What follows belongs to an exercise in optimizing a design on an open flow for small area, a short achievable clock period and few clock cycles; a production flow would make more cautious choices.
Function was checked by simulation only, so behaviour that the tests miss may differ from the original.

==> inputs of branch yarrow <==
==> flow/design.v <==
module Top(
  input wire clock,
  input wire reset_n,
  input wire start,
  input wire [127:0] M1_ReadBus1,
  output wire [15:0] M1_ReadAddress1,
  input wire [35:0] M2_ReadBus1,
  input wire [19:0] M2_ReadBus2,
  output wire [15:0] M2_ReadAddress1,
  output wire [15:0] M2_ReadAddress2,
  output wire [127:0] M2_WriteBus,
  output wire [15:0] M2_WriteAddress,
  output wire M2_WriteEnable,
  input wire [127:0] M3_ReadBus1,
  output wire [15:0] M3_ReadAddress1,
  output wire [127:0] M3_WriteBus,
  output wire [15:0] M3_WriteAddress,
  output wire M3_WriteEnable,
  output wire [127:0] M4_WriteBus,
  output wire [15:0] M4_WriteAddress,
  output wire M4_WriteEnable
  );
  localparam REPLAY = 1'b1;
  localparam [14:0] LASTW = 15'd19199;
  localparam [27:0] NPIX = 28'd307200;
  reg s_clr, s_hist, s_drain, s_lut, s_out, s_wait, s_rep;
  wire idle = !(s_clr || s_hist || s_drain || s_lut || s_out || s_wait || s_rep);
  reg [14:0] w;         
  reg [2:0]  ph;        
  reg        dc;        
  reg o_cap, o_a2, o_b2, o_a3, o_b3, o_loop;
  reg hf;               
  reg cf;               
  reg [7:0] v;
  reg found;
  reg [7:0]  ra1, ra2;
  reg [15:0] ra3;       
  reg        pv;        
  reg        od;        
  reg [5:0]  phd;       
  reg        fwd2, fwd3;
  reg        we2, we3, m4we;
  reg [7:0]  wa2;
  reg [15:0] wa3;
  reg [14:0] m4a;
  reg [127:0] asm;
  wire [18:0] a_c3 = asm[26:8];
  wire [18:0] a_c2 = asm[67:49];
  wire [13:0] El   = asm[81:68];
  wire [13:0] Eh   = asm[95:82];
  wire [19:0] Dn   = asm[115:96];
  reg [7:0] p1, p2, p3;
  always @(*) begin
    case (ph)
      3'd0: begin p1 = M1_ReadBus1[7:0];     p2 = M1_ReadBus1[15:8];    p3 = M1_ReadBus1[23:16];   end
      3'd1: begin p1 = M1_ReadBus1[31:24];   p2 = M1_ReadBus1[39:32];   p3 = M1_ReadBus1[47:40];   end
      3'd2: begin p1 = M1_ReadBus1[55:48];   p2 = M1_ReadBus1[63:56];   p3 = M1_ReadBus1[71:64];   end
      3'd3: begin p1 = M1_ReadBus1[79:72];   p2 = M1_ReadBus1[87:80];   p3 = M1_ReadBus1[95:88];   end
      3'd4: begin p1 = M1_ReadBus1[103:96];  p2 = M1_ReadBus1[111:104]; p3 = M1_ReadBus1[119:112]; end
      3'd5: begin p1 = M1_ReadBus1[127:120]; p2 = M1_ReadBus1[111:104]; p3 = M1_ReadBus1[63:56];   end
      3'd6: begin p1 = M1_ReadBus1[15:8];    p2 = M1_ReadBus1[111:104]; p3 = M1_ReadBus1[87:80];   end
      default: begin p1 = M1_ReadBus1[39:32]; p2 = M1_ReadBus1[111:104]; p3 = M1_ReadBus1[111:104]; end
    endcase
  end
  assign M1_ReadAddress1 = {1'b0, w};
  assign M2_ReadAddress1 = {8'd0, ra1};
  assign M2_ReadAddress2 = {8'd0, ra2};
  assign M3_ReadAddress1 = ra3;
  assign M2_WriteEnable  = we2;
  assign M2_WriteAddress = {8'd0, wa2};
  assign M2_WriteBus     = {asm[31:0], asm[127:32]};
  assign M3_WriteEnable  = we3;
  assign M3_WriteAddress = wa3;
  assign M3_WriteBus     = asm;
  assign M4_WriteEnable  = m4we;
  assign M4_WriteAddress = {1'b0, m4a};
  assign M4_WriteBus     = asm;
  wire [18:0] c2 = fwd2 ? a_c2 : M2_ReadBus1[35:17];
  wire [18:0] c3 = fwd3 ? a_c3 : M3_ReadBus1[26:8];
  wire [18:0] c2n = c2 + {18'd0, pv};
  wire [18:0] c3n = c3 + {18'd0, pv};
  wire        ld   = !found && o_a2;             
  wire [18:0] cx   = (o_a3 || o_b3 || (o_b2 && !found)) ? a_c3 : a_c2;
  reg  [27:0] xop;
  reg         cin0;
  always @(*) begin
    xop = {{8{Dn[19]}}, Dn}; cin0 = 1'b0;
    if (o_a2 || o_a3) xop = found ? {1'b0, cx, 8'd0} : {9'd0, cx};
    else if (o_b2 || o_b3) begin
      if (found) begin xop = ~{9'd0, cx}; cin0 = 1'b1; end
      else xop = {9'd0, cx};
    end
  end
  wire [27:0] abase = ld ? (28'd0 - NPIX) : {Eh, El};
  wire [14:0] s14 = (hf ? abase[27:14] : abase[13:0]) + (hf ? xop[27:14] : xop[13:0]) +
                    {14'd0, hf ? cf : cin0};
  wire loop_go = found && (v != 8'd255) && !Eh[13];
  wire e_op = o_a2 || o_b2 || o_a3 || o_b3 || (o_loop && (hf || loop_go));
  wire emit = o_loop && !hf && !loop_go;
  wire lut_end = emit && (ra1 == 8'd255);
  wire wlast = (w == LASTW);
  wire [14:0] w_inc = wlast ? 15'd0 : w + 15'd1;
  wire nz_next = (M2_ReadBus1[35:17] != 19'd0) || (M3_ReadBus1[26:8] != 19'd0);
  wire hist_end = s_hist && ph == 3'd7 && wlast;
  wire out_end  = s_out && ph == 3'd5 && wlast;
  always @(posedge clock or negedge reset_n) begin
    if (!reset_n) begin
      s_clr <= 1'b0; s_hist <= 1'b0; s_drain <= 1'b0; s_lut <= 1'b0;
      s_out <= 1'b0; s_wait <= 1'b0; s_rep <= 1'b0;
      w <= 15'd0; ph <= 3'd0; dc <= 1'b0;
      o_cap <= 1'b0; o_a2 <= 1'b0; o_b2 <= 1'b0; o_a3 <= 1'b0; o_b3 <= 1'b0; o_loop <= 1'b0;
      hf <= 1'b0; found <= 1'b0; v <= 8'd0;
      pv <= 1'b0; od <= 1'b0; we2 <= 1'b0; we3 <= 1'b0; m4we <= 1'b0;
    end else begin
      pv <= s_hist;
      od <= s_out;
      m4we <= (od && phd[5]) || s_rep;
      we2 <= pv || emit;
      we3 <= pv || emit || s_clr || (REPLAY && od && phd[5]);
      if (start && idle) s_clr <= 1'b1;
      else if (s_clr && ra1 == 8'd255) begin s_clr <= 1'b0; s_hist <= 1'b1; end
      if (hist_end) begin s_hist <= 1'b0; s_drain <= 1'b1; end
      if (s_drain || s_wait) dc <= ~dc;
      if (s_drain && dc) begin
        s_drain <= 1'b0; s_lut <= 1'b1; o_cap <= 1'b1; hf <= 1'b0; found <= 1'b0; v <= 8'd0;
      end
      if (lut_end) begin s_lut <= 1'b0; s_out <= 1'b1; end
      if (out_end) begin s_out <= 1'b0; s_wait <= 1'b1; end
      if (s_wait && dc) begin
        s_wait <= 1'b0;
        if (REPLAY) s_rep <= 1'b1; else s_hist <= 1'b1;
      end
      if (s_hist) ph <= ph + 3'd1;
      else if (s_out) ph <= (ph == 3'd5) ? 3'd0 : ph + 3'd1;
      else ph <= 3'd0;
      if ((s_hist && ph == 3'd7) || (s_out && ph == 3'd5) || s_rep) w <= w_inc;
      if (o_cap) begin
        o_cap <= 1'b0;
        if (nz_next) o_a2 <= 1'b1; else o_loop <= 1'b1;
      end
      if (o_a2 || o_b2 || o_a3 || o_b3) hf <= ~hf;
      if (o_a2 && hf) begin o_a2 <= 1'b0; o_b2 <= 1'b1; end
      if (o_b2 && hf) begin
        o_b2 <= 1'b0; found <= 1'b1;
        if (found) o_a3 <= 1'b1; else o_loop <= 1'b1;
      end
      if (o_a3 && hf) begin o_a3 <= 1'b0; o_b3 <= 1'b1; end
      if (o_b3 && hf) begin o_b3 <= 1'b0; o_loop <= 1'b1; end
      if (o_loop) begin
        if (hf) begin hf <= 1'b0; v <= v + 8'd1; end
        else if (loop_go) hf <= 1'b1;
        else begin o_loop <= 1'b0; if (!lut_end) o_cap <= 1'b1; end
      end
    end
  end
  wire [7:0] ra1_inc = ra1 + 8'd1;
  always @(posedge clock) begin
    phd <= {s_out && ph == 3'd5, s_out && ph == 3'd4, s_out && ph == 3'd3,
            s_out && ph == 3'd2, s_out && ph == 3'd1, s_out && ph == 3'd0};
    if ((s_out && ph == 3'd5) || s_rep) m4a <= w;
    fwd2 <= pv && (ra1 == p1);
    fwd3 <= pv && (ra3[7:0] == p3);
    if (s_clr || emit) begin
      ra1 <= ra1_inc; ra3 <= {8'd0, ra1_inc};
    end else if (s_lut) begin
    end else if (s_drain || idle) begin
      ra1 <= 8'd0; ra3 <= 16'd0;
    end else if (s_rep || (s_wait && dc && REPLAY)) begin
      ra3 <= {1'b1, s_rep ? w_inc : 15'd0};
    end else begin
      ra1 <= p1;
      ra2 <= p2;
      ra3 <= {8'd0, p3};
    end
    wa2 <= ra1;
    wa3 <= (od && phd[5]) ? {1'b1, m4a} : {8'd0, ra3[7:0]};
    if (pv || o_cap) begin
      asm[67:49] <= c2n;
      asm[26:8]  <= c3n;
    end
    if (s_clr || emit) begin
      asm[26:8] <= 19'd0; asm[67:49] <= 19'd0;
      asm[7:0] <= v; asm[39:32] <= v;
    end
    if (e_op) begin
      if (hf) asm[95:82] <= s14[13:0];
      else begin asm[81:68] <= s14[13:0]; cf <= s14[14]; end
    end
    if (o_b2 && hf && !found) asm[115:96] <= {s14[5:0], El};
    if (s_rep) asm <= M3_ReadBus1;
    if (od) begin
      if (phd[0]) begin asm[7:0]     <= M2_ReadBus1[7:0]; asm[15:8]    <= M2_ReadBus2[7:0]; asm[23:16]   <= M3_ReadBus1[7:0]; end
      if (phd[1]) begin asm[31:24]   <= M2_ReadBus1[7:0]; asm[39:32]   <= M2_ReadBus2[7:0]; asm[47:40]   <= M3_ReadBus1[7:0]; end
      if (phd[2]) begin asm[55:48]   <= M2_ReadBus1[7:0]; asm[63:56]   <= M2_ReadBus2[7:0]; asm[71:64]   <= M3_ReadBus1[7:0]; end
      if (phd[3]) begin asm[79:72]   <= M2_ReadBus1[7:0]; asm[87:80]   <= M2_ReadBus2[7:0]; asm[95:88]   <= M3_ReadBus1[7:0]; end
      if (phd[4]) begin asm[103:96]  <= M2_ReadBus1[7:0]; asm[111:104] <= M2_ReadBus2[7:0]; asm[119:112] <= M3_ReadBus1[7:0]; end
      if (phd[5]) asm[127:120] <= M2_ReadBus1[7:0];
    end
  end
endmodule
==> flow/flow/run.sh <==
#!/bin/bash
set -euo pipefail
bash standard.sh 'BUFFER_PORTS_ARGS=-buffer_cell sky130_fd_sc_hd__buf_1' finish > make_finish.log 2>&1
==> flow/standard.sh <==
#!/bin/bash
# synth_recipe.tcl (not shown) runs the flow's synth.tcl, then flattens the netlist and writes it again
# the make line also repeats each setting of config.mk as NAME=value (left out here)
make -C /OpenROAD-flow-scripts/flow DESIGN_CONFIG=/design/flow/config.mk WORK_HOME=/design/flow/orfs CLKGATE_MAP_FILE= SYNTH_SCRIPT=/design/flow/synth_recipe.tcl "${@:-finish}"
==> flow/config.mk <==
export PLATFORM = sky130hd
export DESIGN_NAME = Top
export DESIGN_NICKNAME = Top
export VERILOG_FILES = /design/flow/design.v
export SDC_FILE = /design/flow/constraint.sdc
export NUM_CORES = 4
export LEC_CHECK = 0
export ABC_CLOCK_PERIOD_IN_PS = 3000
export CAP_MARGIN = 20
export CORE_AREA = 3 3 237 237
export DIE_AREA = 0 0 240 240
export SETUP_SLACK_MARGIN = 5
export SLEW_MARGIN = 20
==> flow/constraint.sdc <==
create_clock -name core_clock -period 8.0 [get_ports {clock}]
set_input_delay 1.6000 -clock core_clock [delete_from_list [all_inputs] [get_ports {clock}]]
set_output_delay 1.6000 -clock core_clock [all_outputs]
set_load 0.01 [all_outputs]
==> branch xenon (differences from branch yarrow) <==
==> flow/design.v, changed modules only <==
module Top(
  input wire clock,
  input wire reset_n,
  input wire start,
  input wire [127:0] M1_ReadBus1,
  output wire [15:0] M1_ReadAddress1,
  input wire [35:0] M2_ReadBus1,
  input wire [19:0] M2_ReadBus2,
  output wire [15:0] M2_ReadAddress1,
  output wire [15:0] M2_ReadAddress2,
  output wire [127:0] M2_WriteBus,
  output wire [15:0] M2_WriteAddress,
  output wire M2_WriteEnable,
  input wire [127:0] M3_ReadBus1,
  output wire [15:0] M3_ReadAddress1,
  output wire [127:0] M3_WriteBus,
  output wire [15:0] M3_WriteAddress,
  output wire M3_WriteEnable,
  output wire [127:0] M4_WriteBus,
  output wire [15:0] M4_WriteAddress,
  output wire M4_WriteEnable
  );
  localparam REPLAY = 1'b1;
  localparam [14:0] LASTW = 15'd19199;
  localparam [27:0] NPIX = 28'd307200;
  reg s_clr, s_hist, s_drain, s_lut, s_out, s_wait, s_rep;
  wire idle = !(s_clr || s_hist || s_drain || s_lut || s_out || s_wait || s_rep);
  reg [14:0] w;         
  reg [2:0]  ph;        
  reg        dc;        
  reg o_cap, o_a2, o_b2, o_a3, o_b3, o_loop;
  reg hf;               
  reg found;
  reg [7:0]  ra1, ra2;
  reg [15:0] ra3;       
  reg        pv;        
  reg        od;        
  reg [5:0]  phd;       
  reg        fwd2, fwd3;
  reg        we2, we3, m4we;
  reg [7:0]  wa2;
  reg [15:0] wa3;
  reg [14:0] m4a;
  reg [127:0] asm;
  wire [18:0] a_c3 = asm[26:8];
  wire [18:0] a_c2 = asm[67:49];
  wire [13:0] El   = asm[81:68];
  wire [13:0] Eh   = asm[95:82];
  wire [19:0] Dn   = asm[115:96];
  wire [13:0] xr   = {asm[41:40], asm[127:116]};   
  wire [7:0]  v    = {asm[48:42], asm[31]};         
  wire        cf   = asm[30];                       
  wire        cinr = asm[29];                       
  function [18:0] inc19;
    input [18:0] c;
    input ci;
    integer i;
    begin
      for (i = 0; i < 19; i = i + 1)
        inc19[i] = c[i] ^ (ci & ((c & ((19'd1 << i) - 19'd1)) == ((19'd1 << i) - 19'd1)));
    end
  endfunction
  function [14:0] add14;
    input [13:0] a, b;
    input ci;
    integer i, l;
    reg [14:0] g, p, g2, p2;
    begin
      g = {(a & b), ci};
      p = {(a ^ b), 1'b0};
      for (l = 1; l < 16; l = l * 2) begin
        g2 = g; p2 = p;
        for (i = 0; i < 15; i = i + 1)
          if ((i & l) != 0) begin
            g2[i] = g[i] | (p[i] & g[(i & ~(l - 1)) - 1]);
            p2[i] = p[i] & p[(i & ~(l - 1)) - 1];
          end
        g = g2; p = p2;
      end
      add14[13:0] = a ^ b ^ g[13:0];
      add14[14] = g[14];
    end
  endfunction
  reg [7:0] p1, p2, p3;
  always @(*) begin
    case (ph)
      3'd0: begin p1 = M1_ReadBus1[7:0];     p2 = M1_ReadBus1[15:8];    p3 = M1_ReadBus1[23:16];   end
      3'd1: begin p1 = M1_ReadBus1[31:24];   p2 = M1_ReadBus1[39:32];   p3 = M1_ReadBus1[47:40];   end
      3'd2: begin p1 = M1_ReadBus1[55:48];   p2 = M1_ReadBus1[63:56];   p3 = M1_ReadBus1[71:64];   end
      3'd3: begin p1 = M1_ReadBus1[79:72];   p2 = M1_ReadBus1[87:80];   p3 = M1_ReadBus1[95:88];   end
      3'd4: begin p1 = M1_ReadBus1[103:96];  p2 = M1_ReadBus1[111:104]; p3 = M1_ReadBus1[119:112]; end
      3'd5: begin p1 = M1_ReadBus1[127:120]; p2 = M1_ReadBus1[111:104]; p3 = M1_ReadBus1[63:56];   end
      3'd6: begin p1 = M1_ReadBus1[15:8];    p2 = M1_ReadBus1[111:104]; p3 = M1_ReadBus1[87:80];   end
      default: begin p1 = M1_ReadBus1[39:32]; p2 = M1_ReadBus1[111:104]; p3 = M1_ReadBus1[111:104]; end
    endcase
  end
  assign M1_ReadAddress1 = {1'b0, w};
  assign M2_ReadAddress1 = {8'd0, ra1};
  assign M2_ReadAddress2 = {8'd0, ra2};
  assign M3_ReadAddress1 = ra3;
  assign M2_WriteEnable  = we2;
  assign M2_WriteAddress = {8'd0, wa2};
  assign M2_WriteBus     = {92'd0, asm[67:32]};
  assign M3_WriteEnable  = we3;
  assign M3_WriteAddress = wa3;
  assign M3_WriteBus     = asm;
  assign M4_WriteEnable  = m4we;
  assign M4_WriteAddress = {1'b0, m4a};
  assign M4_WriteBus     = asm;
  wire [18:0] c2 = fwd2 ? a_c2 : M2_ReadBus1[35:17];
  wire [18:0] c3 = fwd3 ? a_c3 : M3_ReadBus1[26:8];
  wire [18:0] c2n = inc19(c2, pv);
  wire [18:0] c3n = inc19(c3, pv);
  wire [14:0] s14 = add14(hf ? Eh : El, xr, hf ? cf : cinr);
  wire loop_go = found && (v != 8'd255) && !Eh[13];
  wire e_op = o_a2 || o_b2 || o_a3 || o_b3 || (o_loop && (hf || loop_go));
  wire emit = o_loop && !hf && !loop_go;
  wire lut_end = emit && (ra1 == 8'd255);
  wire [18:0] bus_c2 = M2_ReadBus1[35:17];
  wire [18:0] bus_c3 = M3_ReadBus1[26:8];
  reg  [13:0] xn;
  reg         cn;
  always @(*) begin
    xn = Dn[13:0]; cn = 1'b0;
    if (o_cap) xn = found ? {bus_c2[5:0], 8'd0} : bus_c2[13:0];
    else if (o_a2 && !hf) xn = found ? {1'b0, a_c2[18:6]} : {9'd0, a_c2[18:14]};
    else if (o_a2 && hf) begin xn = found ? ~a_c2[13:0] : a_c3[13:0]; cn = found; end
    else if (o_b2 && !hf) begin xn = found ? {9'h1ff, ~a_c2[18:14]} : {9'd0, a_c3[18:14]}; cn = found; end
    else if (o_b2 && hf) xn = found ? {a_c3[5:0], 8'd0} : El;
    else if (o_a3 && !hf) xn = {1'b0, a_c3[18:6]};
    else if (o_a3 && hf) begin xn = ~a_c3[13:0]; cn = 1'b1; end
    else if (o_b3 && !hf) begin xn = {9'h1ff, ~a_c3[18:14]}; cn = 1'b1; end
    else if (o_loop && !hf) xn = {{8{Dn[19]}}, Dn[19:14]};
  end
  wire wlast = (w == LASTW);
  wire [14:0] w_inc = wlast ? 15'd0 : w + 15'd1;
  wire nz_next = (bus_c2 != 19'd0) || (bus_c3 != 19'd0);
  wire hist_end = s_hist && ph == 3'd7 && wlast;
  wire out_end  = s_out && ph == 3'd5 && wlast;
  always @(posedge clock or negedge reset_n) begin
    if (!reset_n) begin
      s_clr <= 1'b0; s_hist <= 1'b0; s_drain <= 1'b0; s_lut <= 1'b0;
      s_out <= 1'b0; s_wait <= 1'b0; s_rep <= 1'b0;
      w <= 15'd0; ph <= 3'd0; dc <= 1'b0;
      o_cap <= 1'b0; o_a2 <= 1'b0; o_b2 <= 1'b0; o_a3 <= 1'b0; o_b3 <= 1'b0; o_loop <= 1'b0;
      hf <= 1'b0; found <= 1'b0;
      pv <= 1'b0; od <= 1'b0; we2 <= 1'b0; we3 <= 1'b0; m4we <= 1'b0;
    end else begin
      pv <= s_hist;
      od <= s_out;
      m4we <= (od && phd[5]) || s_rep;
      we2 <= pv || emit;
      we3 <= pv || emit || s_clr || (REPLAY && od && phd[5]);
      if (start && idle) s_clr <= 1'b1;
      else if (s_clr && ra1 == 8'd255) begin s_clr <= 1'b0; s_hist <= 1'b1; end
      if (hist_end) begin s_hist <= 1'b0; s_drain <= 1'b1; end
      if (s_drain || s_wait) dc <= ~dc;
      if (s_drain && dc) begin
        s_drain <= 1'b0; s_lut <= 1'b1; o_cap <= 1'b1; hf <= 1'b0; found <= 1'b0;
      end
      if (lut_end) begin s_lut <= 1'b0; s_out <= 1'b1; end
      if (out_end) begin s_out <= 1'b0; s_wait <= 1'b1; end
      if (s_wait && dc) begin
        s_wait <= 1'b0;
        if (REPLAY) s_rep <= 1'b1; else s_hist <= 1'b1;
      end
      if (s_hist) ph <= ph + 3'd1;
      else if (s_out) ph <= (ph == 3'd5) ? 3'd0 : ph + 3'd1;
      else ph <= 3'd0;
      if ((s_hist && ph == 3'd7) || (s_out && ph == 3'd5) || s_rep) w <= w_inc;
      if (o_cap) begin
        o_cap <= 1'b0;
        if (nz_next) o_a2 <= 1'b1; else o_loop <= 1'b1;
      end
      if (o_a2 || o_b2 || o_a3 || o_b3) hf <= ~hf;
      if (o_a2 && hf) begin o_a2 <= 1'b0; o_b2 <= 1'b1; end
      if (o_b2 && hf) begin
        o_b2 <= 1'b0; found <= 1'b1;
        if (found) o_a3 <= 1'b1; else o_loop <= 1'b1;
      end
      if (o_a3 && hf) begin o_a3 <= 1'b0; o_b3 <= 1'b1; end
      if (o_b3 && hf) begin o_b3 <= 1'b0; o_loop <= 1'b1; end
      if (o_loop) begin
        if (hf) hf <= 1'b0;
        else if (loop_go) hf <= 1'b1;
        else begin o_loop <= 1'b0; if (!lut_end) o_cap <= 1'b1; end
      end
    end
  end
  wire [7:0] ra1_inc = ra1 + 8'd1;
  always @(posedge clock) begin
    phd <= {s_out && ph == 3'd5, s_out && ph == 3'd4, s_out && ph == 3'd3,
            s_out && ph == 3'd2, s_out && ph == 3'd1, s_out && ph == 3'd0};
    if ((s_out && ph == 3'd5) || s_rep) m4a <= w;
    fwd2 <= pv && (ra1 == p1);
    fwd3 <= pv && (ra3[7:0] == p3);
    if (s_clr || emit) begin
      ra1 <= ra1_inc; ra3 <= {8'd0, ra1_inc};
    end else if (s_lut) begin
    end else if (s_drain || idle) begin
      ra1 <= 8'd0; ra3 <= 16'd0;
    end else if (s_rep || (s_wait && dc && REPLAY)) begin
      ra3 <= {1'b1, s_rep ? w_inc : 15'd0};
    end else begin
      ra1 <= p1;
      ra2 <= p2;
      ra3 <= {8'd0, p3};
    end
    wa2 <= ra1;
    wa3 <= (od && phd[5]) ? {1'b1, m4a} : {8'd0, ra3[7:0]};
    if (pv || o_cap) begin
      asm[67:49] <= c2n;
      asm[26:8]  <= c3n;
    end
    if (s_clr || emit) begin
      asm[26:8] <= 19'd0; asm[67:49] <= 19'd0;
      asm[7:0] <= v; asm[39:32] <= v;
    end
    if (e_op) begin
      if (hf) asm[95:82] <= s14[13:0];
      else begin asm[81:68] <= s14[13:0]; asm[30] <= s14[14]; end
    end
    if (o_b2 && hf && !found) asm[115:96] <= {s14[5:0], El};
    if (s_lut) begin {asm[41:40], asm[127:116]} <= xn; asm[29] <= cn; end
    if (s_drain) {asm[48:42], asm[31]} <= 8'd0;
    if (o_loop && hf) {asm[48:42], asm[31]} <= v + 8'd1;
    if (s_drain) asm[95:68] <= 28'd0 - NPIX;
    if (s_rep) asm <= M3_ReadBus1;
    if (od) begin
      if (phd[0]) begin asm[7:0]     <= M2_ReadBus1[7:0]; asm[15:8]    <= M2_ReadBus2[7:0]; asm[23:16]   <= M3_ReadBus1[7:0]; end
      if (phd[1]) begin asm[31:24]   <= M2_ReadBus1[7:0]; asm[39:32]   <= M2_ReadBus2[7:0]; asm[47:40]   <= M3_ReadBus1[7:0]; end
      if (phd[2]) begin asm[55:48]   <= M2_ReadBus1[7:0]; asm[63:56]   <= M2_ReadBus2[7:0]; asm[71:64]   <= M3_ReadBus1[7:0]; end
      if (phd[3]) begin asm[79:72]   <= M2_ReadBus1[7:0]; asm[87:80]   <= M2_ReadBus2[7:0]; asm[95:88]   <= M3_ReadBus1[7:0]; end
      if (phd[4]) begin asm[103:96]  <= M2_ReadBus1[7:0]; asm[111:104] <= M2_ReadBus2[7:0]; asm[119:112] <= M3_ReadBus1[7:0]; end
      if (phd[5]) asm[127:120] <= M2_ReadBus1[7:0];
    end
  end
endmodule
- ABC_AREA: default -> 1
- ABC_CLOCK_PERIOD_IN_PS: 3000 -> default
- CTS_BUF_LIST: default -> sky130_fd_sc_hd__clkbuf_8 sky130_fd_sc_hd__clkbuf_16
- TNS_END_PERCENT: default -> 40
==> flow_summary.toml <==
[final_layout]
clock_area_frac = 0.04359
finalInstanceArea_um2 = 22330
fin_cells = 3485
diodes = 3

[timing]
whs_ps = 480.1

[grt]
antenna_found_initial = 6
gr-usage-met2 = 0.4902
gr-usage-met3 = 0.05884

[power]
clockPowerShare = 0.170

[synth]
post-synth-top-count-cell = "buf_4"

[critical_path]
critPathCapture = "asm[80]$_DFF_P_"

[outcome]
status = "finished clean"
Source of the figures above: branch yarrow

==> flow_summary.toml <==
[outcome]
status = "finished clean"

[synth]
yosys.area.top_type = "nand2_1"
post-synth-top-count-cell = "nand2_1"

[final_layout]
fin_cells = 4158
diodes = 7
clock_area_frac = 0.04953

[grt]
gr-usage-met3 = 0.06401
gr-usage-met2 = 0.5249
antenna_found_initial = 11

[power]
clockPowerShare = 0.249

[critical_path]
critPathCapture = "M4_WriteBus[15]"

[timing]
whs_ps = 402.0

[clocking]
postCtsSetupRepairBufs = 0
Source of the figures above: branch xenon

Testbench counts of branch yarrow, summed over its fixed seeds: cycles 2,326,192.
Testbench counts of branch xenon, summed over its fixed seeds: cycles 2,326,192.

[port drivers added, routing unchanged]
How much do the figures lean on ideal ports? The routed layouts below were timed once more, with nothing changed but the port constraints. Step 1 (the two cells are an assumption about what drives the block):
set clk [get_ports {clock}]
set_driving_cell -lib_cell sky130_fd_sc_hd__clkbuf_16 $clk
set_driving_cell -lib_cell sky130_fd_sc_hd__buf_2 [delete_from_list [all_inputs] $clk]
Step 2, shift: input delay + t, output delay - t, t = (earliest + latest rising clock arrival at the registers) / 2. This alone moves slack from input paths to output paths. Three values: ideal, step 1, step 2; two values: the first two.
| run | t (ns) | setup WS [ns] | latest minus earliest clock arrival (ns) | slew at the worst register clock pin (ns) | worst data-port slew with drivers (ns) |
|---|---|---|---|---|---|
| branch yarrow | 0.639 | 3.629 / 3.629 / 3.629 | 0.024 / 0.025 | 0.06 / 0.06 | 0.11 |
| branch xenon | 0.659 | 4.963 / 4.903 / 4.494 | 0.027 / 0.027 | 0.07 / 0.07 | 0.18 |
After both steps setup and hold are still met in every run listed. For branch xenon, which loses most, drivers alone change the setup slack by -0.060 ns; drivers and shift together by -0.469 ns.
